What follows belongs to an exercise in optimizing a design on an open flow for small area, a short achievable clock period and few clock cycles; a production flow would make more cautious choices. The RTL was checked by simulation tests, not by an equivalence proof against the original design.

==> inputs of 12-19 <==
==> flow/design.v <==
`timescale 1ns / 1ps
module Register_File (
    input clk,
    input [4:0] i_rs1,
    input [4:0] i_rs2,
    output [32-1:0] o_data1,
    output [32-1:0] o_data2,
    input i_we,
    input [4:0] i_rd,
    input [32-1:0] i_wd
);
  reg [32-1:0] GPRs[31:1];
  assign o_data1 = (i_rs1 == 5'd0) ? 32'd0 : GPRs[i_rs1];
  assign o_data2 = (i_rs2 == 5'd0) ? 32'd0 : GPRs[i_rs2];
  always @(posedge clk) begin
    if (i_we) GPRs[i_rd] <= i_wd;
  end
endmodule
`timescale 1ns / 1ps
module Cpu (
    input clk,
    input rstn,
    output [32-1:0] pc,
    input [32-1:0] inst,
    input [32-1:0] pc_copy,
    output read_en,
    output [32-1:0] read_addr,
    input [32-1:0] read_data,
    output write_en,
    output [32-1:0] write_addr,
    output [32-1:0] write_data,
    output [1:0] write_len
);
  reg [31:2] pc_q;   
  reg dv;   
  reg e_valid;
  reg [31:0] e_a, e_b, e_x;   
  reg [4:0] e_rd;
  reg e_wen, e_ld, e_st, e_br, e_jalr, e_fx;
  reg [2:0] e_f3;
  reg [4:0] e_sh;   
  reg e_sgn;   
  reg e_beq;   
  reg e_binv;   
  reg e_sra;
  reg r_add, r_sub, r_sll, r_srl, r_slt, r_xor, r_or, r_and, r_link;
  reg ren_q, wen_q;
  reg [31:0] addr_q, wdata_q;
  reg [1:0] wlen_q;
  reg m_wen, m_ld;
  reg [4:0] m_rd;
  reg [2:0] m_f3;
  reg [31:0] m_res;
  reg w_wen, w_ld;
  reg [4:0] w_rd;
  reg [2:0] w_f3;
  reg [31:0] w_res;
  assign pc = {pc_q, 2'b00};
  assign read_en = ren_q;
  assign read_addr = addr_q;
  assign write_en = wen_q;
  assign write_addr = addr_q;
  assign write_data = wdata_q;
  assign write_len = wlen_q;
  wire [31:0] ld_data = w_f3[1] ? read_data :
                        w_f3[0] ? {{16{~w_f3[2] & read_data[15]}}, read_data[15:0]} :
                                  {{24{~w_f3[2] & read_data[7]}}, read_data[7:0]};
  wire [31:0] wb_data = w_ld ? ld_data : w_res;
  wire [31:0] sum = e_a + e_b + {31'd0, r_sub};
  wire [31:0] ca = {e_a[31] ^ e_sgn, e_a[30:0]};
  wire [31:0] cb = {e_b[31] ^ e_sgn, e_b[30:0]};
  wire [31:0] g0 = ~ca & cb;
  wire [31:0] e0 = ~(ca ^ cb);
  wire [15:0] g1, e1;
  wire [7:0] g2, e2;
  wire [3:0] g3, e3;
  wire [1:0] g4, e4;
  genvar gi;
  generate
    for (gi = 0; gi < 16; gi = gi + 1) begin : cmp1
      assign g1[gi] = g0[2*gi+1] | (e0[2*gi+1] & g0[2*gi]);
      assign e1[gi] = e0[2*gi+1] & e0[2*gi];
    end
    for (gi = 0; gi < 8; gi = gi + 1) begin : cmp2
      assign g2[gi] = g1[2*gi+1] | (e1[2*gi+1] & g1[2*gi]);
      assign e2[gi] = e1[2*gi+1] & e1[2*gi];
    end
    for (gi = 0; gi < 4; gi = gi + 1) begin : cmp3
      assign g3[gi] = g2[2*gi+1] | (e2[2*gi+1] & g2[2*gi]);
      assign e3[gi] = e2[2*gi+1] & e2[2*gi];
    end
    for (gi = 0; gi < 2; gi = gi + 1) begin : cmp4
      assign g4[gi] = g3[2*gi+1] | (e3[2*gi+1] & g3[2*gi]);
      assign e4[gi] = e3[2*gi+1] & e3[2*gi];
    end
  endgenerate
  wire lt = g4[1] | (e4[1] & g4[0]);
  wire eq = e4[1] & e4[0];
  function [31:0] rev32(input [31:0] v);
    integer k;
    for (k = 0; k < 32; k = k + 1) rev32[k] = v[31-k];
  endfunction
  wire [31:0] sh_in = r_sll ? rev32(e_a) : e_a;
  wire [31:0] srx = $signed({e_sra & sh_in[31], sh_in}) >>> e_sh;
  wire [31:0] sll = rev32(srx);
  wire [31:0] e_res = ({32{r_add | r_sub}} & sum) | ({32{r_sll}} & sll) |
                      ({32{r_srl}} & srx) | {31'd0, r_slt & lt} | ({32{r_xor}} & (e_a ^ e_b)) |
                      ({32{r_or}} & (e_a | e_b)) | ({32{r_and}} & (e_a & e_b)) | ({32{r_link}} & e_x);
  wire cond = e_beq ? eq : lt;
  wire redir = e_valid & (e_jalr | (e_br & (cond ^ e_binv)));
  wire [31:2] redir_pc = e_jalr ? sum[31:2] : e_x[31:2];
  wire [4:0] op = inst[6:2];
  wire d_lui = op == 5'b01101;
  wire d_auipc = op == 5'b00101;
  wire d_jal = op == 5'b11011;
  wire d_jalr = op == 5'b11001;
  wire d_br = op == 5'b11000;
  wire d_ld = op == 5'b00000;
  wire d_st = op == 5'b01000;
  wire d_opi = op == 5'b00100;
  wire d_op = op == 5'b01100;
  wire [4:0] rs1 = inst[19:15];
  wire [4:0] rs2 = inst[24:20];
  wire [4:0] rd = inst[11:7];
  wire [2:0] f3 = inst[14:12];
  wire [31:0] imm_i = {{20{inst[31]}}, inst[31:20]};
  wire [31:0] imm_s = {{20{inst[31]}}, inst[31:25], inst[11:7]};
  wire [31:0] imm_b = {{20{inst[31]}}, inst[7], inst[30:25], inst[11:8], 1'b0};
  wire [31:0] imm_u = {inst[31:12], 12'd0};
  wire [31:0] imm_j = {{12{inst[31]}}, inst[19:12], inst[20], inst[30:21], 1'b0};
  wire [31:0] pc_b = pc_copy + imm_b;
  wire [31:0] pc_j = pc_copy + imm_j;
  wire [31:0] pc_u = {pc_copy[31:12] + inst[31:12], pc_copy[11:0]};
  wire [31:0] pc_4 = pc_copy + 32'd4;
  wire use_rs1 = ~(d_lui | d_auipc | d_jal);
  wire use_rs2 = d_op | d_br;   
  wire d_wen = (rd != 5'd0) & ~(d_br | d_st);
  wire d_pred = d_jal | (d_br & inst[31]);   
  wire [31:0] rf1, rf2;
  wire e_fwd = e_valid & e_wen & ~e_ld;
  wire m_fwd = m_wen & ~m_ld;
  wire [31:0] v1 = (e_fwd && e_rd == rs1) ? e_res : (m_fwd && m_rd == rs1) ? m_res :
                   (w_wen && w_rd == rs1) ? wb_data : rf1;
  wire [31:0] v2 = (e_fwd && e_rd == rs2) ? e_res : (m_fwd && m_rd == rs2) ? m_res :
                   (w_wen && w_rd == rs2) ? wb_data : rf2;
  wire e_ldw = e_valid & e_ld & e_wen;
  wire m_ldw = m_wen & m_ld;
  wire hz_e = e_ldw & ((use_rs1 & rs1 == e_rd) | ((use_rs2 | d_st) & rs2 == e_rd));
  wire hz_m = m_ldw & ((use_rs1 & rs1 == m_rd & ~(e_fwd & rs1 == e_rd)) | (use_rs2 & rs2 == m_rd & ~(e_fwd & rs2 == e_rd)));
  wire fx_m = m_ldw & d_st & (rs2 == m_rd) & ~(e_fwd & rs2 == e_rd);   
  wire d_ok = dv & ~redir;
  wire replay = d_ok & (hz_e | hz_m);
  wire d_go = d_ok & ~(hz_e | hz_m);
  wire predict = d_go & d_pred;
  wire [31:0] a_n = d_auipc ? pc_u : d_jal ? pc_4 : d_lui ? 32'd0 : v1;
  wire d_sub = d_op & f3 == 3'b000 & inst[30];
  wire [31:0] b_n = d_sub ? ~v2 : (d_op | d_br) ? v2 : d_st ? imm_s : d_lui ? imm_u : (d_jal | d_auipc) ? 32'd0 : imm_i;
  wire [31:0] x_n = d_st ? v2 : (d_jalr | (d_br & inst[31])) ? pc_4 : pc_b;
  Register_File register_file_inst (
      .clk(clk),
      .i_rs1(rs1),
      .i_rs2(rs2),
      .o_data1(rf1),
      .o_data2(rf2),
      .i_we(w_wen),
      .i_rd(w_rd),
      .i_wd(wb_data)
  );
  always @(posedge clk or negedge rstn) begin
    if (!rstn) begin
      pc_q <= 30'd0;
      dv <= 1'b0;
      e_valid <= 1'b0;
      ren_q <= 1'b0;
      wen_q <= 1'b0;
      m_wen <= 1'b0;
      w_wen <= 1'b0;
    end else begin
      pc_q <= redir ? redir_pc : replay ? pc_copy[31:2] : predict ? (d_jal ? pc_j[31:2] : pc_b[31:2]) : pc_q + 30'd1;
      dv <= ~(redir | replay | predict);
      e_valid <= d_go;
      ren_q <= e_valid & e_ld;
      wen_q <= e_valid & e_st;
      m_wen <= e_valid & e_wen;
      w_wen <= m_wen;
    end
  end
  always @(posedge clk) begin
    e_a <= a_n;
    e_b <= b_n;
    e_x <= x_n;
    e_rd <= rd;
    e_wen <= d_wen & (d_lui | d_auipc | d_jal | d_jalr | d_ld | d_opi | d_op);
    e_ld <= d_ld;
    e_st <= d_st;
    e_br <= d_br;
    e_jalr <= d_jalr;
    e_fx <= fx_m;
    e_f3 <= f3;
    e_sh <= (d_op | d_opi) & f3[1:0] == 2'b01 ? b_n[4:0] : 5'd0;
    e_sgn <= d_br ? ~f3[1] : ~f3[0];
    e_beq <= ~f3[2];
    e_binv <= f3[0] ^ inst[31];
    e_sra <= inst[30] & f3[2];
    r_add <= ~(d_op | d_opi | d_jalr) | ((d_op | d_opi) & f3 == 3'b000 & ~(d_op & inst[30]));
    r_sub <= d_sub;
    r_sll <= (d_op | d_opi) & f3 == 3'b001;
    r_srl <= (d_op | d_opi) & f3 == 3'b101;
    r_slt <= (d_op | d_opi) & f3[2:1] == 2'b01;
    r_xor <= (d_op | d_opi) & f3 == 3'b100;
    r_or <= (d_op | d_opi) & f3 == 3'b110;
    r_and <= (d_op | d_opi) & f3 == 3'b111;
    r_link <= d_jalr;
    addr_q <= sum;
    wdata_q <= e_fx ? ld_data : e_x;
    wlen_q <= e_f3[1:0];
    m_rd <= e_rd;
    m_ld <= e_ld;
    m_f3 <= e_f3;
    m_res <= e_res;
    w_rd <= m_rd;
    w_ld <= m_ld;
    w_f3 <= m_f3;
    w_res <= m_res;
  end
endmodule
==> flow/run.sh <==
#!/bin/bash
# synth_recipe.tcl (not shown) runs the flow's synth.tcl, then flattens the netlist and writes it again
# the make line also repeats each setting of config.mk as NAME=value (left out here)
make -C /OpenROAD-flow-scripts/flow DESIGN_CONFIG=/design/flow/config.mk WORK_HOME=/design/flow/orfs CLKGATE_MAP_FILE= SYNTH_SCRIPT=/design/flow/synth_recipe.tcl finish
==> flow/config.mk <==
export PLATFORM = sky130hd
export DESIGN_NAME = Cpu
export DESIGN_NICKNAME = Cpu
export VERILOG_FILES = /design/flow/design.v
export SDC_FILE = /design/flow/constraint.sdc
export NUM_CORES = 4
export LEC_CHECK = 0
export ABC_AREA = 1
export CAP_MARGIN = 20
export CORE_MARGIN = 2
export CORE_UTILIZATION = 55
export SETUP_SLACK_MARGIN = 4.5
export SLEW_MARGIN = 20
==> flow/constraint.sdc <==
create_clock -name core_clock -period 8.0 [get_ports {clk}]
set_input_delay 1.6000 -clock core_clock [delete_from_list [all_inputs] [get_ports {clk}]]
set_output_delay 1.6000 -clock core_clock [all_outputs]
set_load 0.01 [all_outputs]
==> inputs of 01-25, as changes to 12-19 <==
--- a/flow/design.v
+++ b/flow/design.v
@@ -67,5 +67,6 @@
                                   {{24{~w_f3[2] & read_data[7]}}, read_data[7:0]};
   wire [31:0] wb_data = w_ld ? ld_data : w_res;
-  wire [31:0] sum = e_a + e_b + {31'd0, r_sub};
+  wire [31:0] sum = e_a + e_b;
+  wire [31:0] dif = e_a - e_b;
   wire [31:0] ca = {e_a[31] ^ e_sgn, e_a[30:0]};
   wire [31:0] cb = {e_b[31] ^ e_sgn, e_b[30:0]};
@@ -97,12 +98,7 @@
   wire lt = g4[1] | (e4[1] & g4[0]);
   wire eq = e4[1] & e4[0];
-  function [31:0] rev32(input [31:0] v);
-    integer k;
-    for (k = 0; k < 32; k = k + 1) rev32[k] = v[31-k];
-  endfunction
-  wire [31:0] sh_in = r_sll ? rev32(e_a) : e_a;
-  wire [31:0] srx = $signed({e_sra & sh_in[31], sh_in}) >>> e_sh;
-  wire [31:0] sll = rev32(srx);
-  wire [31:0] e_res = ({32{r_add | r_sub}} & sum) | ({32{r_sll}} & sll) |
+  wire [31:0] sll = e_a << e_sh;
+  wire [31:0] srx = $signed({e_sra & e_a[31], e_a}) >>> e_sh;
+  wire [31:0] e_res = ({32{r_add}} & sum) | ({32{r_sub}} & dif) | ({32{r_sll}} & sll) |
                       ({32{r_srl}} & srx) | {31'd0, r_slt & lt} | ({32{r_xor}} & (e_a ^ e_b)) |
                       ({32{r_or}} & (e_a | e_b)) | ({32{r_and}} & (e_a & e_b)) | ({32{r_link}} & e_x);
@@ -154,6 +150,5 @@
   wire predict = d_go & d_pred;
   wire [31:0] a_n = d_auipc ? pc_u : d_jal ? pc_4 : d_lui ? 32'd0 : v1;
-  wire d_sub = d_op & f3 == 3'b000 & inst[30];
-  wire [31:0] b_n = d_sub ? ~v2 : (d_op | d_br) ? v2 : d_st ? imm_s : d_lui ? imm_u : (d_jal | d_auipc) ? 32'd0 : imm_i;
+  wire [31:0] b_n = (d_op | d_br) ? v2 : d_st ? imm_s : d_lui ? imm_u : (d_jal | d_auipc) ? 32'd0 : imm_i;
   wire [31:0] x_n = d_st ? v2 : (d_jalr | (d_br & inst[31])) ? pc_4 : pc_b;
   Register_File register_file_inst (
@@ -202,7 +197,7 @@
     e_beq <= ~f3[2];
     e_binv <= f3[0] ^ inst[31];
-    e_sra <= inst[30] & f3[2];
+    e_sra <= inst[30];
     r_add <= ~(d_op | d_opi | d_jalr) | ((d_op | d_opi) & f3 == 3'b000 & ~(d_op & inst[30]));
-    r_sub <= d_sub;
+    r_sub <= d_op & f3 == 3'b000 & inst[30];
     r_sll <= (d_op | d_opi) & f3 == 3'b001;
     r_srl <= (d_op | d_opi) & f3 == 3'b101;
Settings changed: CORE_UTILIZATION 55 to 40.
==> flow_metrics.tcl <==
set metrics [dict create \
    p_total_mw 22.5 \
    final-instance-count-excl-fill 11618 \
    status "complete, no violations" \
    cp_data_required_time_ns 8.70 \
    pg_seq_mw 9.02 \
    whs_ns 0.326 \
    nonClkBufAreaFrac_pct 6.94 \
    clock.fmax_mhz 275 \
    die_width_um 437 \
    swShare_pct 36.3 \
    comb-power_mw 6.61 \
    use_met3_pct 8.61 \
]
# the run above: 01-25

==> flow_metrics.tcl <==
set metrics [dict create \
    status "complete, no violations" \
    p_total_mw 21.4 \
    clock.fmax_mhz 274 \
    whs_ns 0.325 \
    pg_seq_mw 8.85 \
    drt-initial-drc-count 14837 \
    nonClkBufAreaFrac_pct 7.98 \
    swShare_pct 34.7 \
    use_met3_pct 17.1 \
    die_width_um 367 \
    cp_data_required_time_ns 8.73 \
    final-instance-count-excl-fill 10440 \
]
# the run above: 12-19

Testbench counts of 12-19, summed over its fixed seeds: cycles 35,437.
Testbench counts of 01-25, summed over its fixed seeds: cycles 35,437.

==> what the ideal ports hide <==
No port has a modelled driver above. Below, the same layouts with a new extraction and two added sets of constraints.
Step 1 (the two cells are an assumption about what drives the block):
set clk [get_ports {clk}]
set_driving_cell -lib_cell sky130_fd_sc_hd__clkbuf_16 $clk
set_driving_cell -lib_cell sky130_fd_sc_hd__buf_2 [delete_from_list [all_inputs] $clk]
Step 2, shift: input delay + t, output delay - t, t = (earliest + latest rising clock arrival at the registers) / 2. This alone moves slack from input paths to output paths.
Three values: no drivers, after step 1, after step 2; two values: the first two.
run | t (ns) | setup slack, ns | slew at the worst register clock pin (ns) | worst slew at a driven data input, ns
12-19 | 0.887 | 4.355 / 4.049 / 3.162 | 0.08 / 0.08 | 0.55
01-25 | 0.912 | 4.362 / 4.143 / 3.231 | 0.07 / 0.07 | 0.55
After both steps setup and hold are still met in every run listed. For 12-19, which loses most, drivers alone change the setup slack by -0.306 ns; drivers and shift together by -1.193 ns.
